Context: an optimization exercise on an open-source flow, tuned for small area and a short achievable clock period. The choices shown serve that exercise and are no tape-out recipe. RTL that was checked went through simulation tests only; none was proved equivalent to the original. Power is estimated from default activity; no workload was simulated.

lane 5:
Design PE_Array, start of the top module:
module PE_Array #(
    parameter DATA_WIDTH = 8,
    parameter ARRAY_SIZE = 4,
    parameter DIAG_NUM = 2 * ARRAY_SIZE - 1,
    parameter SUM_WIDTH = 32
)(
    input [ARRAY_SIZE*DATA_WIDTH-1:0] ifm_in,
    input [ARRAY_SIZE*DATA_WIDTH-1:0] w_in,
    input clk,
    input rst_n,
    input [DIAG_NUM-1:0] done,
    output [ARRAY_SIZE*DATA_WIDTH-1:0] ifm_pass,
    output [ARRAY_SIZE*DATA_WIDTH-1:0] w_pass,
    output [ARRAY_SIZE*ARRAY_SIZE*SUM_WIDTH-1:0] psum_out
);
    wire [DATA_WIDTH-1:0] ifm_wire [0:ARRAY_SIZE-1][0:ARRAY_SIZE];
    wire [DATA_WIDTH-1:0] w_wire [0:ARRAY_SIZE][0:ARRAY_SIZE-1];
    generate
        for(genvar i=0; i<ARRAY_SIZE; i=i+1) begin : input_connections
            assign ifm_wire[i][0] = ifm_in[DATA_WIDTH*i +: DATA_WIDTH];
            assign w_wire[0][i] = w_in[DATA_WIDTH*i +: DATA_WIDTH];
        end
    endgenerate
    generate
        for(genvar i=0; i<ARRAY_SIZE; i=i+1) begin : output_connections
            assign ifm_pass[DATA_WIDTH*i +: DATA_WIDTH] = ifm_wire[i][ARRAY_SIZE];
            assign w_pass[DATA_WIDTH*i +: DATA_WIDTH] = w_wire[ARRAY_SIZE][i];
        end
    endgenerate
    generate
        for(genvar i=0;i<ARRAY_SIZE;i=i+1) begin : row_gen
            for(genvar j=0;j<ARRAY_SIZE;j=j+1) begin : col_gen
                PE Processing_Element(
                .ifm_in(ifm_wire[i][j]),
                .w_in(w_wire[i][j]),
                .clk(clk),
                .rst_n(rst_n),
                .done(done[i+j]),
                .ifm_pass(ifm_wire[i][j+1]),
                .w_pass(w_wire[i+1][j]),
  ...
Size in the first run: about 5,700 cells after synthesis, ~650 I/O pins.
==> flow/config.mk <==
export PLATFORM = sky130hd
export DESIGN_NAME = PE_Array
export DESIGN_NICKNAME = PE_Array
export VERILOG_FILES = /design/flow/design.v
export SDC_FILE = /design/flow/constraint.sdc
export NUM_CORES = 4
export LEC_CHECK = 0
export CAP_MARGIN = 20
export CORE_MARGIN = 2
export CORE_UTILIZATION = 60
export CTS_BUF_LIST = sky130_fd_sc_hd__clkbuf_4 sky130_fd_sc_hd__clkbuf_8
export SETUP_SLACK_MARGIN = 2.9
export SLEW_MARGIN = 20
==> flow/constraint.sdc <==
create_clock -name core_clock -period 7.0 [get_ports {clk}]
set_input_delay 1.4000 -clock core_clock [delete_from_list [all_inputs] [get_ports {clk}]]
set_output_delay 1.4000 -clock core_clock [all_outputs]
set_load 0.01 [all_outputs]
standard.sh (not shown) runs the stock make flow with config.mk's settings and CLKGATE_MAP_FILE= SYNTH_SCRIPT=/design/flow/synth_recipe.tcl, a recipe that flattens the netlist after the stock synthesis.
==> flow/flow/run.sh <==
#!/bin/bash
# Own layout flow:
#  1. the standard synthesis, unchanged;
#  2. flow/polarity.py removes inverters from the synthesised netlist by
#     flipping full adders (self-dual) and swapping gates for their
#     complementary twins; registers and ports are untouched;
#  3. the standard ORFS layout, with the port buffers made from the smallest
#     plain buffer (buffer_ports would otherwise pick the 10 um2
#     clkdlybuf4s50_1 delay cell) and clock tree synthesis with larger sink
#     clusters and no dummy loads.
set -euo pipefail
bash standard.sh synth > synth.log 2>&1
R=orfs/results/sky130hd/PE_Array/base
cp $R/1_2_yosys.v $R/1_2_yosys_standard.v
python3 flow/polarity.py $R/1_2_yosys_standard.v $R/1_2_yosys.v > polarity.log 2>&1
rm -f $R/1_synth.odb $R/1_synth.sdc
bash standard.sh "BUFFER_PORTS_ARGS=-buffer_cell sky130_fd_sc_hd__buf_1" \
  "CTS_ARGS=-sink_clustering_enable -repair_clock_nets -sink_clustering_size 30 -sink_clustering_max_diameter 80 -buf_list {sky130_fd_sc_hd__clkbuf_8 sky130_fd_sc_hd__clkbuf_16} -dont_use_dummy_load" \
  finish > layout.log 2>&1
Other scripts of this flow, unchanged in this note and not shown: flow/flow/polarity.py, flow/flow/swap.json
The following lists how lane 4 was set up differently from lane 5:
--- a/flow/design.v
+++ b/flow/design.v
@@ -6,26 +6,37 @@
     input         done,
     output [7:0]  ifm_pass,
     output [7:0]  w_pass,
     output [31:0] psum_out
 );
     reg [7:0]  ifm_pass_r;
     reg [7:0]  w_pass_r;
     assign ifm_pass = ifm_pass_r;
     assign w_pass = w_pass_r;
     reg [15:0] lo_a;    
     reg [10:0] lo_b;    
-    reg [4:1] c;    
+    reg [3:0] g;
     reg [15:0] hi;
     wire [15:0] ra = {lo_a[15], lo_a[14], lo_a[13], lo_a[12], lo_a[11], lo_a[10], lo_a[9], lo_a[8], lo_a[7], lo_a[6], lo_a[5], lo_a[4], lo_a[3], lo_a[2], lo_a[1], lo_a[0]};
     wire [15:0] rb = {lo_b[10], lo_b[9], 1'b0, lo_b[8], lo_b[7], lo_b[6], lo_b[5], lo_b[4], lo_b[3], lo_b[2], 1'b0, lo_b[1], lo_b[0], 1'b0, 1'b0, 1'b0};
+    wire [3:0] p;    
+    assign p[0] = &(ra[3:0] ^ rb[3:0]);
+    assign p[1] = &(ra[7:4] ^ rb[7:4]);
+    assign p[2] = &(ra[11:8] ^ rb[11:8]);
+    assign p[3] = &(ra[15:12] ^ rb[15:12]);
+    wire [4:0] c;
+    assign c[0] = 1'b0;
+    assign c[1] = g[0] | (p[0] & c[0]);
+    assign c[2] = g[1] | (p[1] & c[1]);
+    assign c[3] = g[2] | (p[2] & c[2]);
+    assign c[4] = g[3] | (p[3] & c[3]);
     wire [3:0] lo0 = ra[3:0] + rb[3:0];
     wire [3:0] lo1 = ra[7:4] + rb[7:4] + {3'd0, c[1]};
     wire [3:0] lo2 = ra[11:8] + rb[11:8] + {3'd0, c[2]};
     wire [3:0] lo3 = ra[15:12] + rb[15:12] + {3'd0, c[3]};
     wire [15:0] lo = {lo3, lo2, lo1, lo0};
     wire [15:0] hi_inc = hi + 16'd1;
     wire [15:0] p_hi = c[4] ? hi_inc : hi;
     assign psum_out = {p_hi, lo};
     wire [15:0] acc = lo & {16{~done}};
     wire [15:0] acc_hi = p_hi & {16{~done}};
     wire pp0_0 = w_in[0] & ifm_in[0];
@@ -214,42 +225,36 @@
     wire tc51 = (pp7_7 & tc49) | (pp7_7 & acc[14]) | (tc49 & acc[14]);
     wire hs8 = ts51 ^ tc50;
     wire hc8 = ts51 & tc50;
     wire hs9 = acc[15] ^ tc51;
     wire hc9 = acc[15] & tc51;
     wire [15:0] ta = {hs9, hs8, hs7, ts48, ts45, tc36, hc6, hc5, hc4, tc13, ts13, hs3, hc2, hs2, hs1, hs0};
     wire [15:0] tb = {hc8, hc7, 1'b0, tc45, tc41, ts41, ts36, hs6, hs5, hs4, 1'b0, tc5, ts5, 1'b0, 1'b0, 1'b0};
     wire [4:0] gsum0 = {1'b0, ta[3:0]} + {1'b0, tb[3:0]};
     wire [4:0] gsum1 = {1'b0, ta[7:4]} + {1'b0, tb[7:4]};
     wire [4:0] gsum2 = {1'b0, ta[11:8]} + {1'b0, tb[11:8]};
     wire [4:0] gsum3 = {1'b0, ta[15:12]} + {1'b0, tb[15:12]};
-    wire [4:0] tc;
-    assign tc[0] = 1'b0;
-    assign tc[1] = gsum0[4] | ((&(ta[3:0] ^ tb[3:0])) & tc[0]);
-    assign tc[2] = gsum1[4] | ((&(ta[7:4] ^ tb[7:4])) & tc[1]);
-    assign tc[3] = gsum2[4] | ((&(ta[11:8] ^ tb[11:8])) & tc[2]);
-    assign tc[4] = (gsum3[4] | hc9) | ((&(ta[15:12] ^ tb[15:12])) & tc[3]);
     always @(posedge clk or negedge rst_n) begin
         if (!rst_n) begin
             ifm_pass_r <= 8'd0;
             w_pass_r <= 8'd0;
             lo_a <= 0;
             lo_b <= 0;
-            c <= 0;
+            g <= 0;
             hi <= 16'd0;
         end else begin
             ifm_pass_r <= ifm_in;
             w_pass_r <= w_in;
             lo_a <= {hs9, hs8, hs7, ts48, ts45, tc36, hc6, hc5, hc4, tc13, ts13, hs3, hc2, hs2, hs1, hs0};
             lo_b <= {hc8, hc7, tc45, tc41, ts41, ts36, hs6, hs5, hs4, tc5, ts5};
-            c <= tc[4:1];
+            g <= {(gsum3[4] | hc9), gsum2[4], gsum1[4], gsum0[4]};
             hi <= acc_hi;
         end
     end
 endmodule
 module PE_Array #(
     parameter DATA_WIDTH = 8,
     parameter ARRAY_SIZE = 4,
     parameter DIAG_NUM = 2 * ARRAY_SIZE - 1,
     parameter SUM_WIDTH = 32
 )(
     input [ARRAY_SIZE*DATA_WIDTH-1:0] ifm_in,
Findings:
Highest fanout seen on the critical path in lane 4 vs lane 5: up 3
Lane 4 vs lane 5 — power density over the cells rose 12 mW/mm².
Min buffer and inverter count on the worst path across lane 5 and lane 4: lane 5
[lane 4 vs lane 5] met3 track demand over resource: higher in lane 4
Worst setup path category: flop to output port -> lane 4, flop to flop -> lane 5
A most frequent standard cell in the layout excluding fill and tap cells of nand2_1 is what lane 5 shows, while dfrtp_1 belongs to lane 4.
Compare lane 5 and lane 4 | cell total after placement higher: lane 4
Of lane 5 and lane 4, the run reporting the higher synthesized cell count was lane 4.
STATUS setup slack: lane 4 loses against lane 5
Function was not checked in any run of this note: the RTL went through the layout flow alone.

---

main:
PE_Array again, from the RTL that the note above started with.
Settings: LEC_CHECK=0, CAP_MARGIN=20, CORE_MARGIN=2, CORE_UTILIZATION=40, CTS_BUF_LIST=sky130_fd_sc_hd__clkbuf_4 sky130_fd_sc_hd__clkbuf_8, SETUP_SLACK_MARGIN=2.8, SLEW_MARGIN=20; clock period 7.0 ns.
Scripts as last shown in full above: flow/flow/run.sh
Other scripts of this flow, unchanged in this note and not shown: flow/flow/polarity.py, flow/flow/swap.json
main | status: complete | timing, DRC, antenna: pass
--- input diff main..the feature branch ---
--- a/flow/design.v
+++ b/flow/design.v
@@ -10,18 +10,25 @@
 );
     reg [7:0]  ifm_pass_r;
     reg [7:0]  w_pass_r;
     assign ifm_pass = ifm_pass_r;
     assign w_pass = w_pass_r;
     reg [15:0] lo_a;    
     reg [10:0] lo_b;    
-    reg [4:1] c;    
+    reg [3:0] g;
+    reg [3:0] p;
     reg [15:0] hi;
     wire [15:0] ra = {lo_a[15], lo_a[14], lo_a[13], lo_a[12], lo_a[11], lo_a[10], lo_a[9], lo_a[8], lo_a[7], lo_a[6], lo_a[5], lo_a[4], lo_a[3], lo_a[2], lo_a[1], lo_a[0]};
     wire [15:0] rb = {lo_b[10], lo_b[9], 1'b0, lo_b[8], lo_b[7], lo_b[6], lo_b[5], lo_b[4], lo_b[3], lo_b[2], 1'b0, lo_b[1], lo_b[0], 1'b0, 1'b0, 1'b0};
+    wire [4:0] c;
+    assign c[0] = 1'b0;
+    assign c[1] = g[0] | (p[0] & c[0]);
+    assign c[2] = g[1] | (p[1] & c[1]);
+    assign c[3] = g[2] | (p[2] & c[2]);
+    assign c[4] = g[3] | (p[3] & c[3]);
     wire [3:0] lo0 = ra[3:0] + rb[3:0];
     wire [3:0] lo1 = ra[7:4] + rb[7:4] + {3'd0, c[1]};
     wire [3:0] lo2 = ra[11:8] + rb[11:8] + {3'd0, c[2]};
     wire [3:0] lo3 = ra[15:12] + rb[15:12] + {3'd0, c[3]};
     wire [15:0] lo = {lo3, lo2, lo1, lo0};
     wire [15:0] hi_inc = hi + 16'd1;
     wire [15:0] p_hi = c[4] ? hi_inc : hi;
@@ -218,34 +225,30 @@
     wire hc9 = acc[15] & tc51;
     wire [15:0] ta = {hs9, hs8, hs7, ts48, ts45, tc36, hc6, hc5, hc4, tc13, ts13, hs3, hc2, hs2, hs1, hs0};
     wire [15:0] tb = {hc8, hc7, 1'b0, tc45, tc41, ts41, ts36, hs6, hs5, hs4, 1'b0, tc5, ts5, 1'b0, 1'b0, 1'b0};
     wire [4:0] gsum0 = {1'b0, ta[3:0]} + {1'b0, tb[3:0]};
     wire [4:0] gsum1 = {1'b0, ta[7:4]} + {1'b0, tb[7:4]};
     wire [4:0] gsum2 = {1'b0, ta[11:8]} + {1'b0, tb[11:8]};
     wire [4:0] gsum3 = {1'b0, ta[15:12]} + {1'b0, tb[15:12]};
-    wire [4:0] tc;
-    assign tc[0] = 1'b0;
-    assign tc[1] = gsum0[4] | ((&(ta[3:0] ^ tb[3:0])) & tc[0]);
-    assign tc[2] = gsum1[4] | ((&(ta[7:4] ^ tb[7:4])) & tc[1]);
-    assign tc[3] = gsum2[4] | ((&(ta[11:8] ^ tb[11:8])) & tc[2]);
-    assign tc[4] = (gsum3[4] | hc9) | ((&(ta[15:12] ^ tb[15:12])) & tc[3]);
     always @(posedge clk or negedge rst_n) begin
         if (!rst_n) begin
             ifm_pass_r <= 8'd0;
             w_pass_r <= 8'd0;
             lo_a <= 0;
             lo_b <= 0;
-            c <= 0;
+            g <= 0;
+            p <= 0;
             hi <= 16'd0;
         end else begin
             ifm_pass_r <= ifm_in;
             w_pass_r <= w_in;
             lo_a <= {hs9, hs8, hs7, ts48, ts45, tc36, hc6, hc5, hc4, tc13, ts13, hs3, hc2, hs2, hs1, hs0};
             lo_b <= {hc8, hc7, tc45, tc41, ts41, ts36, hs6, hs5, hs4, tc5, ts5};
-            c <= tc[4:1];
+            g <= {(gsum3[4] | hc9), gsum2[4], gsum1[4], gsum0[4]};
+            p <= {(&(ta[15:12] ^ tb[15:12])), (&(ta[11:8] ^ tb[11:8])), (&(ta[7:4] ^ tb[7:4])), (&(ta[3:0] ^ tb[3:0]))};
             hi <= acc_hi;
         end
     end
 endmodule
 module PE_Array #(
     parameter DATA_WIDTH = 8,
     parameter ARRAY_SIZE = 4,
==> run notes <==
- The feature branch ran to completion and came out clean on the timing, design-rule and antenna checks.
- Against main as the reference, the feature branch delivers a higher number of global-route vias before repair.
- Looking at clock transition at the registers of the reported paths, the feature branch sits below main.
- The run showing the smaller power attributed to combinational cells is the feature branch.
- Between main and the feature branch, the flow reports met3 wire length increasing by more than 10%.
- The feature branch — count of buffering cells on the critical path with inverters included 1 higher, main as reference
- In the metrics for main and the feature branch, the one carrying the lower core utilization is the feature branch.
- Going from main to the feature branch, vertical die dimension went up by 5.3 µm; sum of routed wire length over all layers was more or less identical; power after layout went down by 0.86%; worst-case hold slack went up by 77 ps.
- Number of clock buffers inserted by TritonCTS, the feature branch vs main: up by more than 10%
- In terms of combined area of the multi-input logic cells, the feature branch and main differ only marginally.
Function not checked in main: the RTL went through the layout flow alone.

## what the ideal ports hide
In the flow no input, the clock included, has a driving cell. The finished layouts below were timed again as built, in two steps. Step 1 (the two cells are an assumption about what drives the block):
set clk [get_ports {clk}]
set_driving_cell -lib_cell sky130_fd_sc_hd__clkbuf_16 $clk
set_driving_cell -lib_cell sky130_fd_sc_hd__buf_2 [delete_from_list [all_inputs] $clk]
Step 2 moves the port delays by t, midway between the first and last clock arrival at a register: inputs arrive t later, outputs are due t later. That takes back most of the time a late clock gives input paths. Slacks: no drivers / after step 1 / after step 2; pairs: no drivers / after step 1.
run | t (ns) | setup WS [ns] | worst setup path at the end | slew at the worst register clock pin (ns) | pins driven straight from the clock port
lane 5 | 0.733 | 2.742 / 2.742 / 2.044 | input to register | 0.11 / 0.11 | 1
lane 4 | 0.772 | 2.491 / 2.408 / 2.042 | input to register | 0.12 / 0.12 | 1
main | 0.752 | 2.752 / 2.765 / 2.012 | input to register | 0.11 / 0.11 | 1
the feature branch | 0.778 | 2.863 / 2.847 / 2.094 | input to register | 0.10 / 0.10 | 1
After both steps setup and hold are still met in every run listed. The setup slack of the feature branch, which loses most, moves by -0.016 ns with the drivers and by -0.769 ns with both steps.
